What follows belongs to an exercise in optimizing a design on an open flow for small area; a production flow would make more cautious choices. The RTL of this run was laid out without a check of its function. Power is estimated from default activity; no workload was simulated.

### run.sh
#!/bin/bash
# synth_recipe.tcl (not shown) runs the flow's synth.tcl, then flattens the netlist and writes it again
# the make line also repeats each setting of config.mk as NAME=value (left out here)
make -C /OpenROAD-flow-scripts/flow DESIGN_CONFIG=/design/flow/config.mk WORK_HOME=/design/flow/orfs CLKGATE_MAP_FILE= SYNTH_SCRIPT=/design/flow/synth_recipe.tcl finish
### constraint.sdc
create_clock -name core_clock -period 40.0 [get_ports {clk}]
set_input_delay 8.0000 -clock core_clock [delete_from_list [all_inputs] [get_ports {clk}]]
set_output_delay 8.0000 -clock core_clock [all_outputs]
set_load 0.01 [all_outputs]
### design.v
`timescale 1ns / 1ps
module car_dash(clk, RST, Buttons, SW, JSTK_X, cs, write, data, debug, anode, segment);
    input clk;
    input RST;
    input [1:0] Buttons;
    input [15:0] SW;
    input [9:0] JSTK_X;
    output cs, write, data, debug;
    output [7:0] anode;
    output [6:0] segment;
    parameter [27:0] M = 28'd100000000;
    reg [9:0] y;
    reg h;
    reg [6:0] z;
    reg [1:0] z2;
    reg S;       
    reg F;       
    wire yw = (y == 10'd999);
    always @(posedge clk) begin
        if (RST) begin
            y <= 10'd478;
            h <= 1'b1;
        end else begin
            y <= yw ? 10'd0 : y + 10'd1;
            if (yw) h <= ~h;
        end
    end
    wire zw = (z == 7'd99);
    always @(posedge clk) begin
        if (RST) begin
            z <= 7'd50;
            z2 <= 2'd0;
            S <= 1'b0;
        end else begin
            z <= zw ? 7'd0 : z + 7'd1;
            if (zw) z2 <= z2 + 2'd1;
            if (z2[1]) S <= 1'b1;
        end
    end
    wire g0 = ~h;
    wire t_eval  = g0 && (y == 10'd474);    
    wire t_sw    = g0 && (y == 10'd475);    
    wire t_tick  = g0 && (y == 10'd478);    
    wire t_rand  = g0 && (y == 10'd479);    
    wire t_clr   = g0 && (y == 10'd678);    
    wire t_upd   = g0 && (y == 10'd768);    
    wire dis1    = g0 && (y >= 10'd473) && (y <= 10'd679);   
    wire dis2    = g0 && (y >= 10'd472) && (y <= 10'd678);   
    reg [27:0] d;
    reg [26:0] V;
    always @(posedge clk) begin
        if (RST) begin
            d <= M;
            V <= 27'd1;
        end else begin
            d <= d[27] ? M : d - {1'b0, V};
            if (t_tick) V <= (V > M[26:0]) ? 27'd0 : V + 27'd1;
        end
    end
    wire [2:0] u = 3'd0 - d[2:0];     
    reg [1:0] g;                     
    reg [3:0] hp1, hp2;
    reg [11:0] O [0:5];              
    reg [6:0] B [0:3];               
    reg [11:0] P;                    
    wire [7:0] lo_hot = (8'd1 << u) | (8'd1 << (u + 3'd2));
    wire [7:0] hi_hot = (8'd1 << (u + 3'd4)) | (8'd1 << (u + 3'd1)) | (8'd1 << (u + 3'd7));
    wire [11:0] rnd_col = {hi_hot[6:1], lo_hot[6:1]};
    wire [11:0] sw_col = {SW[14:9], SW[6:1]};
    always @(posedge clk) begin
        if (t_rand && g == 2'd2) P <= rnd_col;
        else if (t_sw && g == 2'd3) P <= P | sw_col;
    end
    reg [2:0] mR1, mR2;      
    reg [1:0] mi1, mi2;      
    reg I1, I2;              
    reg [1:0] C1, C2;        
    function [2:0] pos1;     
        input [3:0] hp;
        case (hp)
            4'd0: pos1 = 3'd1; 4'd1: pos1 = 3'd2; 4'd2: pos1 = 3'd3; 4'd3: pos1 = 3'd0;
            4'd4: pos1 = 3'd1; 4'd5: pos1 = 3'd2; 4'd6: pos1 = 3'd3; 4'd7: pos1 = 3'd4;
            4'd8: pos1 = 3'd5; 4'd9: pos1 = 3'd0; 4'd10: pos1 = 3'd1; 4'd11: pos1 = 3'd2;
            4'd12: pos1 = 3'd3; 4'd13: pos1 = 3'd4; 4'd14: pos1 = 3'd5; default: pos1 = 3'd0;
        endcase
    endfunction
    function [2:0] pos2;     
        input [3:0] hp;
        case (hp)
            4'd0: pos2 = 3'd3; 4'd1: pos2 = 3'd0; 4'd2: pos2 = 3'd1; 4'd3: pos2 = 3'd2;
            4'd4: pos2 = 3'd3; 4'd5: pos2 = 3'd4; 4'd6: pos2 = 3'd5; 4'd7: pos2 = 3'd0;
            4'd8: pos2 = 3'd1; 4'd9: pos2 = 3'd2; 4'd10: pos2 = 3'd3; 4'd11: pos2 = 3'd4;
            4'd12: pos2 = 3'd5; 4'd13: pos2 = 3'd0; 4'd14: pos2 = 3'd1; default: pos2 = 3'd2;
        endcase
    endfunction
    function [5:0] evalmove;
        input [2:0] mR;
        input I;
        input [1:0] C;
        input [1:0] mi;
        input [2:0] p;
        input [5:0] nr, hr;
        reg [2:0] r;
        reg In;
        reg [1:0] Cn;
        reg [6:0] nx, hx;
        begin
            r = mR; In = I; Cn = C;
            nx = {1'b0, nr}; hx = {1'b0, hr};
            if (I) begin
                if (C == 2'd3) begin In = 1'b0; Cn = 2'd0; end
                else Cn = C + 2'd1;
                case (mi)
                    2'b00: r = 3'b000;
                    2'b10: r = (p != 3'd5) ? 3'b010 : 3'b000;
                    2'b01: r = (p != 3'd0) ? 3'b001 : 3'b000;
                    default: r = mR;
                endcase
            end else begin
                case (mi)
                    2'b00: begin
                        if (nx[p]) begin r = 3'b100; In = 1'b1; end
                        else r = 3'b000;
                    end
                    2'b10: begin
                        if (p != 3'd5) begin
                            if (nx[p + 3'd1] || hx[p + 3'd1]) begin r = 3'b110; In = 1'b1; end
                            else r = 3'b010;
                        end else begin
                            if (nx[5]) begin r = 3'b110; In = 1'b1; end
                            else r = 3'b000;
                        end
                    end
                    2'b01: begin
                        if (p != 3'd0) begin
                            if (nx[p - 3'd1] || hx[p - 3'd1]) begin r = 3'b101; In = 1'b1; end
                            else r = 3'b001;
                        end else begin
                            if (nx[0]) begin r = 3'b101; In = 1'b1; end
                            else r = 3'b000;
                        end
                    end
                    default: r = mR;
                endcase
            end
            evalmove = {r, In, Cn};
        end
    endfunction
    wire [5:0] nr1 = (g == 2'd3) ? O[3][11:6] : 6'd0;
    wire [5:0] hr1 = (g == 2'd0) ? O[4][11:6] : 6'd0;
    wire [5:0] nr2 = (g == 2'd3) ? O[3][5:0] : 6'd0;
    wire [5:0] hr2 = (g == 2'd0) ? O[4][5:0] : 6'd0;
    wire [5:0] ev1 = evalmove(mR1, I1, C1, mi1, pos1(hp1), nr1, hr1);
    wire [5:0] ev2 = evalmove(mR2, I2, C2, mi2, pos2(hp2), nr2, hr2);
    wire [1:0] joy = (JSTK_X < 10'd400) ? 2'd2 : (JSTK_X > 10'd600) ? 2'd1 : 2'd0;
    always @(posedge clk) begin
        if (RST) begin
            mR1 <= 0; mR2 <= 0; mi1 <= 0; mi2 <= 0;
            I1 <= 0; I2 <= 0; C1 <= 0; C2 <= 0;
        end else begin
            if (t_eval) begin
                {mR1, I1, C1} <= ev1;
                {mR2, I2, C2} <= ev2;
            end
            if (t_clr) begin
                mi1 <= 2'd0;
                mi2 <= 2'd0;
            end else begin
                if (!dis1 && mi1 == 2'd0) mi1 <= Buttons;
                if (!dis2 && mi2 == 2'd0) mi2 <= joy;
            end
        end
    end
    reg [5:0] wins1, wins2;
    always @(posedge clk) begin
        if (RST) begin
            wins1 <= 0;
            wins2 <= 0;
        end else begin
            if (t_tick && mR2[2]) wins1 <= wins1 + 6'd1;
            if (t_clr && mR1[2]) wins2 <= wins2 + 6'd1;
        end
    end
    function [3:0] step;
        input [3:0] hp;
        input [1:0] mv;
        case (mv)
            2'b01: step = hp - 4'd1;
            2'b10: step = hp + 4'd1;
            default: step = hp;
        endcase
    endfunction
    wire [3:0] hp1n = step(hp1, mR1[1:0]);
    wire [3:0] hp2n = step(hp2, mR2[1:0]);
    wire [1:0] gn = g + 2'd1;
    function [3:0] orow;
        input integer q;
        orow = (q < 6) ? q + 1 : q + 3;
    endfunction
    function [3:0] brow;
        input integer q;
        brow = (q == 0) ? 4'd0 : (q == 1) ? 4'd7 : (q == 2) ? 4'd8 : 4'd15;
    endfunction
    integer k, q;
    always @(posedge clk) begin
        if (RST) begin
            hp1 <= 4'd12;
            hp2 <= 4'd4;
            g <= 2'd0;
            F <= 1'b0;
            for (k = 0; k < 6; k = k + 1) O[k] <= 12'd0;
            for (q = 0; q < 4; q = q + 1) B[q] <= 7'h7f;
        end else if (t_upd) begin
            hp1 <= hp1n;
            hp2 <= hp2n;
            g <= gn;
            F <= 1'b1;
            if (g == 2'd3) begin
                for (k = 1; k < 6; k = k + 1) O[k] <= O[k-1];
                O[0] <= P;
            end
            for (q = 0; q < 12; q = q + 1) begin
                if (gn[1] == 1'b0 && (orow(q) == hp1n || orow(q) == hp2n))
                    O[4][q] <= 1'b0;
            end
            for (q = 0; q < 4; q = q + 1) begin
                if (brow(q) == hp1 || brow(q) == hp2)
                    B[q] <= {B[q][5:1], 2'b00};
                else
                    B[q] <= {B[q][5:0], 1'b1};
            end
        end
    end
    wire [3:0] fr = {y[4], y[7:5]};    
    wire [1:0] cg = y[9:8];            
    wire [2:0] cj = y[3:1];            
    wire border = (fr[2:0] == 3'd0) || (fr[2:0] == 3'd7);
    wire car = F && cg == 2'd2 && cj[2:1] == 2'd0 && (fr == hp1 || fr == hp2);
    wire [1:0] bq = {fr[3], fr[0]};    
    wire bcell = (cg != 2'd2 || cj == 3'd0) ? 1'b1 : B[bq][cj - 3'd1];
    wire [3:0] oq = fr[3] ? {1'b0, fr[2:0]} + 4'd5 : {1'b0, fr[2:0]} - 4'd1;
    wire [11:0] ocol = O[{cg, cj[2]}];
    wire ocell = (cj[1:0] == g) && ocol[oq];
    wire cellv = car || (border ? bcell : ocell);
    wire su = !F && h && (y >= 10'd478) && (y < 10'd980);
    wire [9:0] t = y - 10'd478;
    reg su_cs, su_wr, su_send, su_bit;
    reg [4:0] so;
    reg [2:0] si;
    reg [3:0] sb;
    reg [11:0] cmd;
    integer tt;
    always @(*) begin
        su_cs = 1'b1; su_wr = 1'b1; su_send = 1'b0; su_bit = 1'b0;
        si = 0; so = 0; sb = 0; cmd = 0;
        if (t < 10'd196) begin
            tt = t;
            si = tt / 28;
            so = tt % 28;
            case (si)
                3'd0: cmd = {3'b100, 8'h01, 1'b0};
                3'd1: cmd = {3'b100, 8'h03, 1'b0};
                3'd2: cmd = {3'b100, 8'h08, 1'b0};
                3'd3: cmd = {3'b100, 8'h14, 1'b0};
                3'd4: cmd = {3'b100, 8'h18, 1'b0};
                3'd5: cmd = {3'b100, 8'h24, 1'b0};
                default: cmd = {3'b100, 8'haf, 1'b0};
            endcase
            su_cs = !(so >= 5'd2 && so <= 5'd26);
            su_wr = !(so[0] && so >= 5'd3 && so <= 5'd25);
            su_send = !so[0] && so >= 5'd2 && so <= 5'd24;
            sb = 4'd11 - (so[4:1] - 4'd1);
            su_bit = cmd[sb];
        end
    end
    wire fr_cs = !((y >= 10'd980) || (y <= 10'd768));
    wire fr_wr = !(y[0] && ((y >= 10'd981) || (y <= 10'd767)));
    wire fr_hdr = (y >= 10'd980);
    wire fr_send = !y[0] && ((y >= 10'd980) || (y <= 10'd766));
    wire fr_bit = fr_hdr ? (y == 10'd980 || y == 10'd984) : cellv;
    reg data_r;
    always @(posedge clk) begin
        if (RST) data_r <= 1'b0;
        else if (su) begin
            if (su_send) data_r <= su_bit;
        end else if (fr_send) data_r <= fr_bit;
    end
    assign cs = su ? su_cs : fr_cs;
    assign write = su ? su_wr : fr_wr;
    assign data = data_r;
    assign debug = 1'b1;
    wire [1:0] st = z2 ^ 2'b10;                   
    wire [5:0] wsel = st[1] ? wins1 : wins2;
    wire [3:0] dig = st[0] ? wsel / 6'd10 : wsel % 6'd10;
    reg [6:0] seg7;
    always @(*) begin
        case (dig)
            4'd0: seg7 = 7'b1000000;
            4'd1: seg7 = 7'b1111001;
            4'd2: seg7 = 7'b0100100;
            4'd3: seg7 = 7'b0110000;
            4'd4: seg7 = 7'b0011001;
            4'd5: seg7 = 7'b0010010;
            4'd6: seg7 = 7'b0000010;
            4'd7: seg7 = 7'b1111000;
            4'd8: seg7 = 7'b0000000;
            default: seg7 = 7'b0010000;
        endcase
    end
    reg [7:0] an;
    always @(*) begin
        case (st)
            2'd0: an = 8'b11111110;
            2'd1: an = 8'b11111101;
            2'd2: an = 8'b11101111;
            default: an = 8'b11011111;
        endcase
    end
    wire j0 = !S && z2 == 2'd0;
    wire j1 = !S && z2 == 2'd1;
    assign anode = j0 ? 8'hff : j1 ? 8'hfe : an;
    assign segment = j0 ? 7'h7f : j1 ? 7'b1000000 : seg7;
endmodule
### config.mk
export PLATFORM = sky130hd
export DESIGN_NAME = car_dash
export DESIGN_NICKNAME = car_dash
export VERILOG_FILES = /design/flow/design.v
export SDC_FILE = /design/flow/constraint.sdc
export NUM_CORES = 8
export LEC_CHECK = 0
export CAP_MARGIN = 20
export CORE_MARGIN = 2
export CORE_UTILIZATION = 40
export SLEW_MARGIN = 20
==> run notes <==
* R2R setup slack: 31960 ps
* prevailing post-synth register cell: sky130_fd_sc_hd__dfxtp_1
* Final Hold Viols: 0
* Final Cycle Share: 0.418
* startpoint type of the worst setup path: flop
* dominant cells by area after synthesis: sky130_fd_sc_hd__dfxtp_1 29%, sky130_fd_sc_hd__ha_1 8.1%, sky130_fd_sc_hd__nand2_1 7.1%
* ratio of total power to cell area: 52.4 nW/um^2
* largest net degree at the start of global routing: 85
* cell type contributing the most total cell area after synthesis: sky130_fd_sc_hd__dfxtp_1
* n_diodes: 0
* mean routed wirelength per cell: 15.8 um
* most common cell type on the critical path: sky130_fd_sc_hd__ha_1
* share of synthesized area occupied by flip-flops and latches: 0.309
* transition time of the tightest slew-check pin: 1010 ps
* TritonCTS clock tree: built
* start point of the critical path: y[2]
* Net count, final: 2073
* master of the slowest instance on the critical path: sky130_fd_sc_hd__dfxtp_1
* number of pins exceeding their max-slew limit in the final report: 0
* clock period minus worst slack: 16730 ps
* path class of the lowest-slack min-delay path: flop to flop
* top layer used by detailed routing: met5
* Gate Count Post-Synth: 1970
* total negative slack: 0 ps
* insertion delay of the later-clocked pin in the worst-skew pair: 550 ps
* global route overflow: 0
* HPWL after detailed placement: 27.7 mm
* final-layout fill cell count: 3849
* detailed-route via count: 13900
* number of design-rule violations left by the first detailed-router iteration: 1149
* overall routing resource usage: 0.191
* number of enable-type register cells in the synthesized netlist: 12
* clock-pin slew of the registers on the worst-case setup and hold paths: 60 ps
* worst path required time: 32000 ps
* Avg Synthesized Cell Area: 7.89 um^2
* final worst setup slack: 23270 ps
* H-tree levels: 1
* site row count: 72
* Synth Register Bits: 234
* die area: 40400 um^2
* cts hold-fix bufs: 0
* crit path capture type: output pin
* Pre-antenna DRT Iters: 5
* area growth from synthesis to layout: 9.93%
* buffers from clock root to sink, at most: 3
* I/O pin count: 49
* clock sink total: 234
* y dimension of the die: 201 um
* total standard cell area after synthesis: 15500 um^2
* area used by multi-input combinational logic: 9870 um^2
* result of the run: finished clean
* endpoint of the most critical setup path: cs
* depth of the most critical reg-to-reg path: 27
* Met2 Wirelength: 18.4 mm
* proportion of layout cells with a drive suffix above 1: 0.0654
* vias in the first global route: 13300
* Resized Gates After CTS: 0
* Max Freq: 59.8 MHz
* overall routed net length: 39.2 mm
* RSZ-0062 raised after global routing: false
* total area of sequential cells: 4800 um^2
* Leak Pwr: 6.41 nW
* Post-Route Skew: 11.5 ps
* share of flip-flops with an asynchronous set or reset: 0
* Yosys top cell area share: 0.286
* Placer Congestion: 0.866
* antenna-violating nets left: 0
* number of buffers added on ports: 39
* number of remaining DRC errors: 0
* first-pass GRT wire length: 66.0 mm
* worst setup path category: flop to output pin
* worst slack at placement: 23970 ps
* WL met3: 1.74 mm
* Placeable Area: 38500 um^2
* Arr. time, crit path: 8730 ps
* number of max-cap violations: 0
* number of warnings issued by yosys: 3
* Root Buffer: sky130_fd_sc_hd__clkbuf_16
* Crit Reg-Reg Endpoint: data_r
* initial antenna violation count: 2
* die boundary width: 201 um
* distinct cell type count of the synthesized netlist: 91
* Post-CTS Setup Bufs: 0
* Initial Utilization: 0.404
* number of clock buffers inserted by TritonCTS: 27
* IR drop worst, VDD: 0.0328 mV
* top fanout value on the critical path: 16
* Critical R2R Launch: y[2]
* # setup viols final: 0
* delay of the slowest cell on the worst path: 740 ps
* M1 wire length: 18.2 mm
* post-detailed-route via-to-cell ratio: 5.62
* relative slew slack: 0.324
==> registers in the layout (all words and copies together), names as in the netlist, 6 cells and up <==
| register | cells |
|---|---|
| B | 28 |
| wins1 | 6 |
| wins2 | 6 |
| z | 7 |
| P | 12 |
| d | 28 |
| y | 10 |
| V | 27 |
| O | 72 |
==> power breakdown <==
group / switching, W / internal, W / total [W]
Combinational: 0.000240 / 0.000154 / 0.000394
Sequential: 0.00000893 / 0.000248 / 0.000257
Clock: 0.000102 / 0.000142 / 0.000245
Total: 0.000351 / 0.000545 / 0.000896
==> Yosys cell counts, types with 13 or more instances <==
cell type	instances
sky130_fd_sc_hd__nand2b_1	18
sky130_fd_sc_hd__a21oi_1	159
sky130_fd_sc_hd__a211oi_1	24
sky130_fd_sc_hd__xnor2_1	72
sky130_fd_sc_hd__ha_1	101
sky130_fd_sc_hd__xor2_1	33
sky130_fd_sc_hd__nor3_1	79
sky130_fd_sc_hd__nand3_1	45
sky130_fd_sc_hd__inv_1	101
sky130_fd_sc_hd__or3_1	15
sky130_fd_sc_hd__a31oi_1	22
sky130_fd_sc_hd__nand4_1	16
sky130_fd_sc_hd__or2_2	13
sky130_fd_sc_hd__clkbuf_1	88
sky130_fd_sc_hd__nor4_1	13
sky130_fd_sc_hd__nand3b_1	23
sky130_fd_sc_hd__dfxtp_1	222
sky130_fd_sc_hd__a221oi_1	25
sky130_fd_sc_hd__nor2_1	146
sky130_fd_sc_hd__o211ai_1	15
sky130_fd_sc_hd__mux2_2	21
sky130_fd_sc_hd__and3_1	23
sky130_fd_sc_hd__nor2b_1	16
sky130_fd_sc_hd__o21ai_0	79
sky130_fd_sc_hd__nand2_1	294
sky130_fd_sc_hd__o22ai_1	23
sky130_fd_sc_hd__mux2i_1	42
==> cells in the final DEF (no fill, tap or decap), types with 33 or more instances in the layout <==
cell type                         instances
sky130_fd_sc_hd__o21ai_0                 79
sky130_fd_sc_hd__dfxtp_1                222
sky130_fd_sc_hd__ha_1                   101
sky130_fd_sc_hd__mux2i_1                 42
sky130_fd_sc_hd__nor3_1                  78
sky130_fd_sc_hd__inv_1                  101
sky130_fd_sc_hd__clkdlybuf4s50_1         38
sky130_fd_sc_hd__xnor2_1                 72
sky130_fd_sc_hd__nand2_1                293
sky130_fd_sc_hd__xor2_1                  33
sky130_fd_sc_hd__nor2_1                 146
sky130_fd_sc_hd__nand3_1                 45
sky130_fd_sc_hd__a21oi_1                159
==> per-layer routing <==
layer,track usage,up-vias
met5,0,-
met3,0.0262,60
met4,0.0500,4
met2,0.327,285
li1,-,6950
met1,0.254,6610
==> critical path: cells and delay by family, from the launching register on <==
family | cells | cell delay, ps
buffers and inverters | 4 | 890
adders and majority gates | 3 | 1180
muxes | 2 | 770
and+or+nand+nor | 8 | 2540
AOI/OAI and AO/OA | 10 | 2040
DFF | 1 | 740
==> worst min path at each step <==
stage               endpoint  slack [ps]  depth (start not counted)  startpoint
finish                  z[0]         450                          1        z[0]
global placement        z[0]         440                          1        z[0]
detailed placement      z[0]         450                          1        z[0]
floorplan               d[8]         430                          2       d[27]
CTS                     z[0]         460                          1        z[0]
global route            z[0]         480                          1        z[0]
==> logic make-up after synthesis <==
kind of cell | count (synthesis) | share of synthesized area
AO/OA/AOI/OAI | 500 | 0.214
buffers and inverters | 221 | 0.0573
multiplexers | 70 | 0.0524
adder cells (fa/ha/maj) | 106 | 0.0872
AND/OR/NAND/NOR | 731 | 0.219
other | 1 | 0.000241
flip-flops | 234 | 0.309
XOR/XNOR | 107 | 0.0613
==> final cells by class <==
cell class	count	area share
Clock inverter	11	0.00593
Clock buffer	38	0.0455
Inverter	104	0.0229
Multi-Input combinational cell	1519	0.578
Sequential cell	234	0.281
Timing Repair Buffer	52	0.0284
Tap cell	518	0.0379
==> per-stage QoR <==
step	total power, W	instances	cell area, um^2	hold slack (ps)	util
after global routing	0.000958	2476	17100	480	0.444
after CTS	0.000898	2476	17100	457	0.444
after detailed placement	0.000650	2427	16200	448	0.421
after floorplan	0.000572	1974	15600	426	-
after global placement	0.000641	2427	16200	440	0.421
final	0.000896	2476	17100	452	0.444

re-timing with driven ports:
The results above use ideal ports. As a check the final layout listed here was re-extracted and re-timed, cells and wires unchanged.
Step 1 (the two cells are an assumption about what drives the block):
set clk [get_ports {clk}]
set_driving_cell -lib_cell sky130_fd_sc_hd__clkbuf_16 $clk
set_driving_cell -lib_cell sky130_fd_sc_hd__buf_2 [delete_from_list [all_inputs] $clk]
Step 2 moves the port delays by t, midway between the first and last clock arrival at a register: inputs arrive t later, outputs are due t later. That takes back most of the time a late clock gives input paths.
a / b / c = ideal ports / drivers / drivers and shift; a / b = the first two.
shift t [ns]: 0.603
slack for setup (ns): 23.274 / 23.217 / 23.820
worst setup path at the end: register to output
slew at the worst register clock pin (ns): 0.06 / 0.06
worst slew at a driven data input, ns: 0.07
After both steps setup and hold are still met in this run. For this run, drivers alone change the setup slack by -0.057 ns; drivers and shift together by +0.546 ns.
